Source: an optimization exercise on an open RTL-to-GDS flow (aim: small area). Production flows keep margins and buffers that such runs may drop. Only simulation tests tie the RTL to the original design; equivalence was not proved. Power is estimated from default activity; no workload was simulated.

==> design/flow/run.sh <==
#!/bin/bash
# synth_recipe.tcl (not shown) runs the flow's synth.tcl, then flattens the netlist and writes it again
# the make line also repeats each setting of config.mk as NAME=value (left out here)
make -C /OpenROAD-flow-scripts/flow DESIGN_CONFIG=/design/flow/config.mk WORK_HOME=/design/flow/orfs CLKGATE_MAP_FILE= SYNTH_SCRIPT=/design/flow/synth_recipe.tcl finish
==> design/flow/config.mk <==
export PLATFORM = sky130hd
export DESIGN_NAME = dodge_plane
export DESIGN_NICKNAME = dodge_plane
export VERILOG_FILES = /design/flow/design.v
export SDC_FILE = /design/flow/constraint.sdc
export NUM_CORES = 4
export LEC_CHECK = 0
export CAP_MARGIN = 20
export CORE_MARGIN = 2
export CORE_UTILIZATION = 40
export SLEW_MARGIN = 20
==> design/flow/constraint.sdc <==
create_clock -name core_clock -period 10.0 [get_ports {clk}]
set_input_delay 2.0000 -clock core_clock [delete_from_list [all_inputs] [get_ports {clk}]]
set_output_delay 2.0000 -clock core_clock [all_outputs]
set_load 0.01 [all_outputs]
==> design/flow/design.v <==
`timescale 1ns / 1ps
module dodge_plane(
  input clk,
  input reset,
  input [3:0] vry,
  input high_s,
  input medium_s,
  input low_s,
  output h_sync,
  output v_sync,
  output [3:0] red,
  output [3:0] green,
  output [3:0] blue
  );
  reg [9:0] x;
  reg [9:0] y;
  reg trig_v;
  wire x_end = x[9] & x[8] & (&x[4:0]);    
  wire y_end = y[9] & y[3] & y[2];         
  always @(posedge clk) begin
    if (reset) begin
      x <= 10'd0;
      trig_v <= 1'b0;
    end else begin
      x <= x_end ? 10'd0 : x + 10'd1;
      trig_v <= x_end;
    end
    if (reset)
      y <= 10'd0;
    else if (trig_v)
      y <= y_end ? 10'd0 : y + 10'd1;
  end
  assign v_sync = (y < 490) | (y >= 492);
  assign h_sync = (x < 656) | (x >= 752);
  reg [1:0] step;            
  reg [8:0] p;               
  reg [9:0] pc;              
  reg [13:0] col;            
  reg [8:0] b1, b2, b3, b4, b5, b6, b7, b8, b9;    
  reg [9:0] k1, k5, k8;      
  reg [8:0] k2, k7;          
  reg [7:0] k3, k6;          
  reg [7:0] k4, k9;          
  reg cr, cg3, cg0, cb3, cb1;   
  assign red   = {4{cr}};
  assign green = {cg3, cg3, cg3, cg0};
  assign blue  = {cb3, cb3, cb1, cb1};
  function [7:0] lf8(input [7:0] s);
    lf8 = {s[6:0], s[7] ^ s[5] ^ s[4] ^ s[3]};
  endfunction
  function [8:0] lf9(input [8:0] s);
    lf9 = {s[7:0], s[8] ^ s[4]};
  endfunction
  function [9:0] lf10(input [9:0] s);
    lf10 = {s[8:0], s[9] ^ s[6]};
  endfunction
  function [13:0] lf14(input [13:0] s);
    lf14 = {s[12:0], s[13] ^ s[4] ^ s[2] ^ s[0]};
  endfunction
  wire xin = (x > 39) & (x < 601);
  wire border_o = ~xin | (y > 440) | (y < 40);                  
  wire border_g = ~xin | (y > 440) | ((y < 40) & (y > 30)) | (y < 10);
  wire health = (y > 10) & (y < 30);
  wire game_over = (col == 14'h0019);
  wire col11 = (col == 14'h3a46);
  wire l1 = (y > 60)  & (y < 90);
  wire l2 = (y > 160) & (y < 190);
  wire l3 = (y > 360) & (y < 390);
  wire l4 = (y > 110) & (y < 140);
  wire l5 = (y > 200) & (y < 230);
  wire l6 = (y > 250) & (y < 280);
  wire l7 = (y > 290) & (y < 320);
  wire l8 = (y > 325) & (y < 355);
  wire l9 = (y > 400) & (y < 430);
  wire lane = l1 | l2 | l3 | l4 | l5 | l6 | l7 | l8 | l9;
  wire [8:0] bsel = ({9{l1}} & b1) | ({9{l2}} & b2) | ({9{l3}} & b3) |
                    ({9{l4}} & b4) | ({9{l5}} & b5) | ({9{l6}} & b6) |
                    ({9{l7}} & b7) | ({9{l8}} & b8) | ({9{l9}} & b9);
  wire rec = lane & (bsel == 9'd0);
  wire [10:0] dx = {1'b0, x} - {2'b0, bsel};
  wire blk = lane & ~dx[10] & (dx[9:0] > 39) & (dx[9:0] < 79);
  wire [10:0] dy = {1'b0, y} - {2'b0, p};
  wire dyp = ~dy[10] & (dy[9:6] == 4'd0);
  wire [5:0] d6 = dy[5:0];
  wire plane_pix = dyp & (
      ((x > 132) & (x < 145) & (d6 > 0)  & (d6 < 34)) |
      ((x > 107) & (x < 152) & (d6 > 12) & (d6 < 22)) |
      ((x > 100) & (x < 107) & (d6 > 8)  & (d6 < 26)) |
      ((x == 153)            & (d6 > 14) & (d6 < 20)));
  function inr(input [8:0] v, input [8:0] lo, input [8:0] hi);
    inr = (v >= lo) & (v <= hi);
  endfunction
  function pin(input [8:0] v, input [8:0] lo, input [8:0] hi);
    pin = inr(v, lo - 9'd34, hi - 9'd34) | inr(v, lo, hi);
  endfunction
  wire hit = (pin(p, 60, 90)   & inr(b1, 21, 113)) |
             (pin(p, 160, 190) & inr(b2, 21, 113)) |
             (pin(p, 360, 390) & (((b3 <= 113) & (b2 >= 61)) | ((b3 <= 73) & (b2 >= 21)))) |
             (pin(p, 110, 140) & inr(b4, 21, 113)) |
             (pin(p, 200, 230) & (((b5 <= 113) & (b2 >= 61)) | inr(b5, 21, 73))) |
             (pin(p, 250, 280) & inr(b6, 21, 113)) |
             (pin(p, 290, 320) & inr(b7, 21, 113)) |
             (pin(p, 325, 355) & inr(b8, 21, 113)) |
             (pin(p, 400, 430) & inr(b9, 21, 113));
  wire run = ~reset & ~game_over;
  wire sel_plane = run & ~rec & ~border_g & ~health & plane_pix;
  wire sel_blk = run & ~rec & ~border_g & ~health & ~plane_pix & blk;
  wire pc_term = (pc == 10'h29b);
  wire yin = (y > 40) & (y < 440);
  wire down = (vry >= 9) & (vry <= 14);
  wire up = (vry <= 3);
  wire move = sel_plane & pc_term & yin & (down | up);
  wire hit2 = sel_plane & pc_term & ~yin;
  wire col_inc = run & (hit | hit2);
  wire t1 = (k1 == 10'h1c7), t5 = (k5 == 10'h1c7), t8 = (k8 == 10'h1c7);
  wire t2 = (k2 == 9'h1bc), t7 = (k7 == 9'h1bc);
  wire t3 = (k3 == 8'h27), t6 = (k6 == 8'h27);
  wire t4 = (k4 == 8'hf4), t9 = (k9 == 8'hf4);
  wire tsel = (l1 & t1) | (l2 & t2) | (l3 & t3) | (l4 & t4) | (l5 & t5) |
              (l6 & t6) | (l7 & t7) | (l8 & t8) | (l9 & t9);
  wire bwr = reset | (run & rec) | (sel_blk & tsel);
  wire [8:0] bnew = (reset | rec) ? 9'h1ff : bsel - 9'd1;
  always @(posedge clk) begin
    if (reset) step <= 2'd1;
    else if (high_s) step <= 2'd3;
    else if (medium_s) step <= 2'd2;
    else if (low_s) step <= 2'd1;
    if (reset) p <= 9'd100;
    else if (move) p <= down ? p + {7'd0, step} : p - {7'd0, step};
    if (reset) pc <= 10'h29b;
    else if (sel_plane)
      pc <= pc_term ? ((yin & (down | up)) ? 10'h3ff : pc) : lf10(pc);
    if (reset) col <= 14'h3fff;
    else if (col_inc) col <= lf14(col);
    if (bwr & (reset | l1)) b1 <= bnew;
    if (bwr & (reset | l2)) b2 <= bnew;
    if (bwr & (reset | l3)) b3 <= bnew;
    if (bwr & (reset | l4)) b4 <= bnew;
    if (bwr & (reset | l5)) b5 <= bnew;
    if (bwr & (reset | l6)) b6 <= bnew;
    if (bwr & (reset | l7)) b7 <= bnew;
    if (bwr & (reset | l8)) b8 <= bnew;
    if (bwr & (reset | l9)) b9 <= bnew;
    if (reset) begin
      k1 <= 10'h1c7; k5 <= 10'h1c7; k8 <= 10'h1c7;
      k2 <= 9'h1bc;  k7 <= 9'h151;
      k3 <= 8'hf4;   k6 <= 8'h53;
      k4 <= 8'ha4;   k9 <= 8'h77;
    end else if (sel_blk) begin
      if (l1) k1 <= t1 ? 10'h3ff : lf10(k1);
      if (l5) k5 <= t5 ? 10'h3ff : lf10(k5);
      if (l8) k8 <= t8 ? 10'h3ff : lf10(k8);
      if (l2) k2 <= t2 ? 9'h1ff : lf9(k2);
      if (l7) k7 <= t7 ? 9'h1ff : lf9(k7);
      if (l3) k3 <= t3 ? 8'hff : lf8(k3);
      if (l6) k6 <= t6 ? 8'hff : lf8(k6);
      if (l4) k4 <= t4 ? 8'hff : lf8(k4);
      if (l9) k9 <= t9 ? 8'hff : lf8(k9);
    end
  end
  wire title_box = (x < 430) & (x > 210) & (y > 330) & (y < 430);
  wire title_txt =
      ((x < 260) & (x > 220) & (((y > 340) & (y < 350)) | ((y > 370) & (y < 380)))) |
      ((x < 230) & (x > 220) & (y > 340) & (y < 420)) |
      ((x < 260) & (x > 250) & (y > 340) & (y < 380)) |
      ((x < 280) & (x > 270) & (y > 340) & (y < 420)) |
      ((x < 310) & (x > 270) & (y > 410) & (y < 420)) |
      ((x < 330) & (x > 320) & (y > 340) & (y < 420)) |
      ((x < 360) & (x > 320) & (y > 340) & (y < 350)) |
      ((x < 360) & (x > 320) & (y > 380) & (y < 390)) |
      ((x < 360) & (x > 350) & (y > 340) & (y < 420)) |
      ((x < 380) & (x > 370) & (y > 340) & (y < 380)) |
      ((x < 420) & (x > 370) & (y > 370) & (y < 380)) |
      ((x < 420) & (x > 410) & (y > 340) & (y < 380)) |
      ((x < 400) & (x > 390) & (y > 370) & (y < 420));
  wire title_red = border_o | (title_box & ~title_txt);
  function rr(input [9:0] a, input [9:0] x0, input [9:0] x1,
              input [9:0] b, input [9:0] y0, input [9:0] y1);
    rr = (a >= x0) & (a <= x1) & (b >= y0) & (b <= y1);
  endfunction
  wire go_txt =
      rr(x,119,210,y,130,150) | rr(x,119,139,y,130,230) | rr(x,119,210,y,210,230) |
      rr(x,190,210,y,160,230) | rr(x,169,210,y,160,180) |
      rr(x,219,310,y,130,150) | rr(x,219,239,y,130,230) | rr(x,290,310,y,130,230) |
      rr(x,219,310,y,170,190) |
      rr(x,319,410,y,130,150) | rr(x,319,339,y,130,230) | rr(x,354,374,y,130,180) |
      rr(x,390,410,y,130,230) |
      rr(x,419,510,y,130,150) | rr(x,419,439,y,130,230) | rr(x,419,469,y,170,190) |
      rr(x,419,510,y,210,230) |
      rr(x,119,210,y,250,270) | rr(x,119,139,y,250,350) | rr(x,119,169,y,290,310) |
      rr(x,119,210,y,330,350) |
      rr(x,219,310,y,250,270) | rr(x,219,239,y,250,350) | rr(x,290,310,y,250,350) |
      rr(x,319,410,y,250,270) | rr(x,319,339,y,250,350) | rr(x,319,410,y,320,350) |
      rr(x,390,410,y,250,350);
  always @(posedge clk) begin
    if (reset) begin
      {cr, cg3, cg0, cb3, cb1} <= title_red ? 5'b10000 : 5'b11111;
    end else if (game_over) begin
      if (border_o)    {cr, cg3, cg0, cb3, cb1} <= 5'b00100;    
      else if (go_txt) {cr, cg3, cg0, cb3, cb1} <= 5'b10001;    
      else             {cr, cg3, cg0, cb3, cb1} <= 5'b11111;
    end else if (rec) begin
    end else if (border_g) begin
      {cr, cg3, cg0, cb3, cb1} <= 5'b00000;
    end else if (health) begin
      if (~col11) {cr, cg3, cg0, cb3, cb1} <= 5'b01100;         
    end else if (plane_pix) begin
      {cr, cg3, cg0, cb3, cb1} <= 5'b00011;                     
    end else if (blk) begin
      {cr, cg3, cg0, cb3, cb1} <= 5'b10000;                     
    end else begin
      {cr, cg3, cg0, cb3, cb1} <= 5'b11111;
    end
  end
endmodule
==> summary.txt <==
==> state kept, by name, summed over array words and instances, names as in the netlist, 9 cells and up <==
| name | count |
|---|---|
| b1 | 9 |
| b2 | 9 |
| b3 | 9 |
| b4 | 9 |
| b5 | 9 |
| b6 | 9 |
| b7 | 9 |
| b8 | 9 |
| b9 | 9 |
| col | 14 |
| k1 | 10 |
| k2 | 9 |
| k5 | 10 |
| k7 | 9 |
| k8 | 10 |
| p | 9 |
| pc | 10 |
| x | 10 |
| y | 10 |
==> Yosys cell counts (31+ instances only) <==
library cell,number
a21oi_1,88
clkbuf_1,62
dfxtp_1,136
edfxtp_1,86
ha_1,35
inv_1,54
mux2i_1,67
nand2_1,101
nand3_1,49
nand4_1,33
nor2_1,175
nor3_1,50
o21ai_0,84
xnor2_1,31
==> power by group <==
part / internal [mW] / switching [mW] / total [mW]
clock: 0.620 / 0.396 / 1.02
combinational: 0.0262 / 0.0464 / 0.0726
sequential: 0.939 / 0.00435 / 0.943
total: 1.58 / 0.447 / 2.03
==> critical path, stage by stage, from the launching register on <==
cell and delay, ns:
dfxtp_1 1.00, nand2_2 0.26, o31a_1 0.38, a2111oi_4 0.68
buf_6 0.24, a222oi_1 0.10, nand3_1 0.16, ha_1 0.19
inv_1 0.05, fa_1 0.41, a211oi_1 0.42, o21ai_0 0.17
a211oi_1 0.34, o211ai_1 0.14, mux2i_1 0.17, o2111a_1 0.32
o21a_1 0.15, buf_4 0.38, a31o_2 0.41, a31o_2 0.36
==> cell type report <==
cell class                      instances  area share (%)
Sequential cell                       222            34.0
Inverter                               55            1.32
Multi-Input combinational cell       1208            52.2
Tap cell                              461            3.69
Timing Repair Buffer                   51            2.81
Clock inverter                          9           0.745
Clock buffer                           41            5.26
==> worst max path at each step <==
stage	cells after the start	slack [ns]	end	start
floorplan	21	5.10	b1[0]$_DFFE_PP_	y[1]$_SDFFE_PP0P_
global placement	18	3.30	b1[3]$_DFFE_PP_	y[6]$_SDFFE_PP0P_
detailed placement	18	3.17	b3[5]$_DFFE_PP_	y[6]$_SDFFE_PP0P_
CTS	18	3.14	b4[0]$_DFFE_PP_	y[6]$_SDFFE_PP0P_
global route	19	2.99	b4[0]$_DFFE_PP_	y[6]$_SDFFE_PP0P_
finish	19	3.34	b4[7]$_DFFE_PP_	y[6]$_SDFFE_PP0P_
==> per-stage QoR <==
step,area [um2],worst slack [ns],hold WS (ns)
floorplan,14300,5.10,0.442
global route,15600,2.99,0.491
global placement,14700,3.30,0.456
finish,15600,3.34,0.467
CTS,15600,3.14,0.473
detailed placement,14700,3.17,0.464
==> per-layer routing <==
| layer | GRT usage, % | share of wire [%] |
|---|---|---|
| met4 | 8.22 | 3.8 |
| met3 | 4.14 | 8.9 |
| met5 | 0 | 0 |
| met1 | 32.4 | 44 |
| met2 | 35.2 | 43 |
==> cells by family (layout without fill, tap and decap cells) <==
| family | after synthesis | after routing | share of synthesized area, % |
|---|---|---|---|
| xor gates and xnor gates | 54 | 54 | 3.31 |
| and+or+nand+nor | 603 | 603 | 22.6 |
| adders and majority gates | 39 | 39 | 3.55 |
| DFF | 222 | 222 | 37.1 |
| buffers and inverters | 176 | 156 | 6.01 |
| muxes | 68 | 68 | 4.77 |
| AOI/OAI and AO/OA | 444 | 444 | 22.7 |
==> results.sh <==
export IMPL_status="timing/DRC/antenna clean"
export IMPL_hold_path_depth=2
export IMPL_syn_inst=1606
export IMPL_postCtsHoldBufs=0
export IMPL_postCtsSetupBuffers=0
export IMPL_critPathCaptureType="register"
export IMPL_crit_fanout=38
export IMPL_vias=12873
export IMPL_cts_path_max_buffers=3
export IMPL_cts_buffers=27
export IMPL_r2r_end="b4[7]$_DFFE_PP_"
export IMPL_nets=1612
export IMPL_hpwl_mm=30.8
export IMPL_layout_common_cells="175 x nor2_1, 136 x dfxtp_1, 101 x nand2_1"
export IMPL_io_pins=23
export IMPL_timing_rr_start="y[6]$_SDFFE_PP0P_"
export IMPL_syn_cell_area_mm2=0.0143
export IMPL_multi_input_area_mm2=0.00815
export IMPL_period_share_pct=66.6
export IMPL_fmax_mhz=150
export IMPL_wl_mm=43.6
export IMPL_critPathLaunchType="register"
export IMPL_skew_ns=0.0153
export IMPL_rows=69
export IMPL_min_to="col[9]$_SDFFE_PP1P_"
export IMPL_clock_tree_root_cell="clkbuf_16"
export IMPL_worstMarginPinSlew_ns=1.02
export IMPL_ctsResizeCount=0
export IMPL_port_buffers=22
export IMPL_place_gp_congestion=0.981
export IMPL_r2r_slack_ns=3.34
export IMPL_viasPerCell=6.29
export IMPL_h_tree_depth=1
export IMPL_synth_ff_type="dfxtp_1"
export IMPL_fp_dieW_um=193
export IMPL_dp_cells=1996
export IMPL_netlist_area_leader_share_pct=19.0
export IMPL_slew_headroom_pct=31.0
export IMPL_critPathRequiredTime_ns=10.24
export IMPL_grt_pass1_wl_mm=67.6
export IMPL_clkSinkCount=222
export IMPL_syn_to_final_growth_pct=9.13
export IMPL_slew_viol_final=0
export IMPL_hp_start="col[8]$_SDFFE_PP1P_"
export IMPL_wl_per_cell_um=21.3
export IMPL_fin_util_pct=44.1
export IMPL_fin_crit_ns=6.66
export IMPL_setup_violations=0
export IMPL_synthArstFlopShare_pct=0
export IMPL_synth_edff_count=86
export IMPL_rsz0062_at_grt="false"
export IMPL_fp_dieH_um=193
export IMPL_synth_cell_types=114
export IMPL_clk_pin_slew_ns=0.06
export IMPL_finalSetupTns_ns=0
export IMPL_core_area_mm2=0.0354
export IMPL_irDropWorstVdd_mv=0.116
export IMPL_power_density_mw_per_mm2=130
export IMPL_syn_area_per_cell_um2=8.91
export IMPL_yosysWarnings=1
export IMPL_hold_viol_final=0
export IMPL_antenna_left=0
export IMPL_drv_cap=0
export IMPL_synth_top_cell_by_area="dfxtp_1"
export IMPL_seq_area_frac_synth_pct=37.1
export IMPL_tritoncts="yes"
export IMPL_grt_max_degree=65
export IMPL_antenna_found_initial=0
export IMPL_rr_worst_depth=19
export IMPL_p_leak_nw=5.26
export IMPL_drt_iter0_drc=1771
export IMPL_hold_path_class="register to register"
export IMPL_design_die_area_mm2=0.0373
export IMPL_grtUsageTotal_pct=23.0
export IMPL_fillers=3451
export IMPL_antenna_cells=0
export IMPL_final_common_cell="nor2_1"
export IMPL_drc=0
export IMPL_first_pass_iters=9
export IMPL_clock_latency_ns=0.56
export IMPL_crit_arrival_ns=6.90
export IMPL_overflow=0
export IMPL_grt_pass1_vias=11827
export IMPL_synth_nets=1653
export IMPL_timing_worst_setup_path_type="register to register"
export IMPL_layout_drive_gt1_share_pct=8.26
export IMPL_ys_ff_latch=222
export IMPL_start_util_pct=40.4
export IMPL_final_cells=2047
export IMPL_regArea_mm2=0.00531
export IMPL_synth_area_leaders="dfxtp_1 19%, edfxtp_1 18%, mux2i_1 4.7%"
export IMPL_finalPower_mw=2.03

==> what the ideal ports hide <==
The flow's constraints put no driver on any port. The routed layout listed below was extracted and timed again, unchanged, in two steps. Step 1: set_driving_cell puts a clkbuf_16 on clk and a buf_2 on each other input, an assumption about the parent block. Step 2 times the ports against the registers' clock, not the clock port: input delays grow and output delays shrink by t, the midpoint of the rising clock arrivals with the driver on. Three values: ideal ports, drivers, drivers and shift; two values: the first two.
shift t [ns]: 0.601
setup slack, ns: 3.338 / 3.338 / 3.338
latest minus earliest clock arrival (ns): 0.015 / 0.015
After both steps this run still meets setup and hold. The setup slack of this run moves by 0.000 ns with the drivers and by 0.000 ns with both steps.
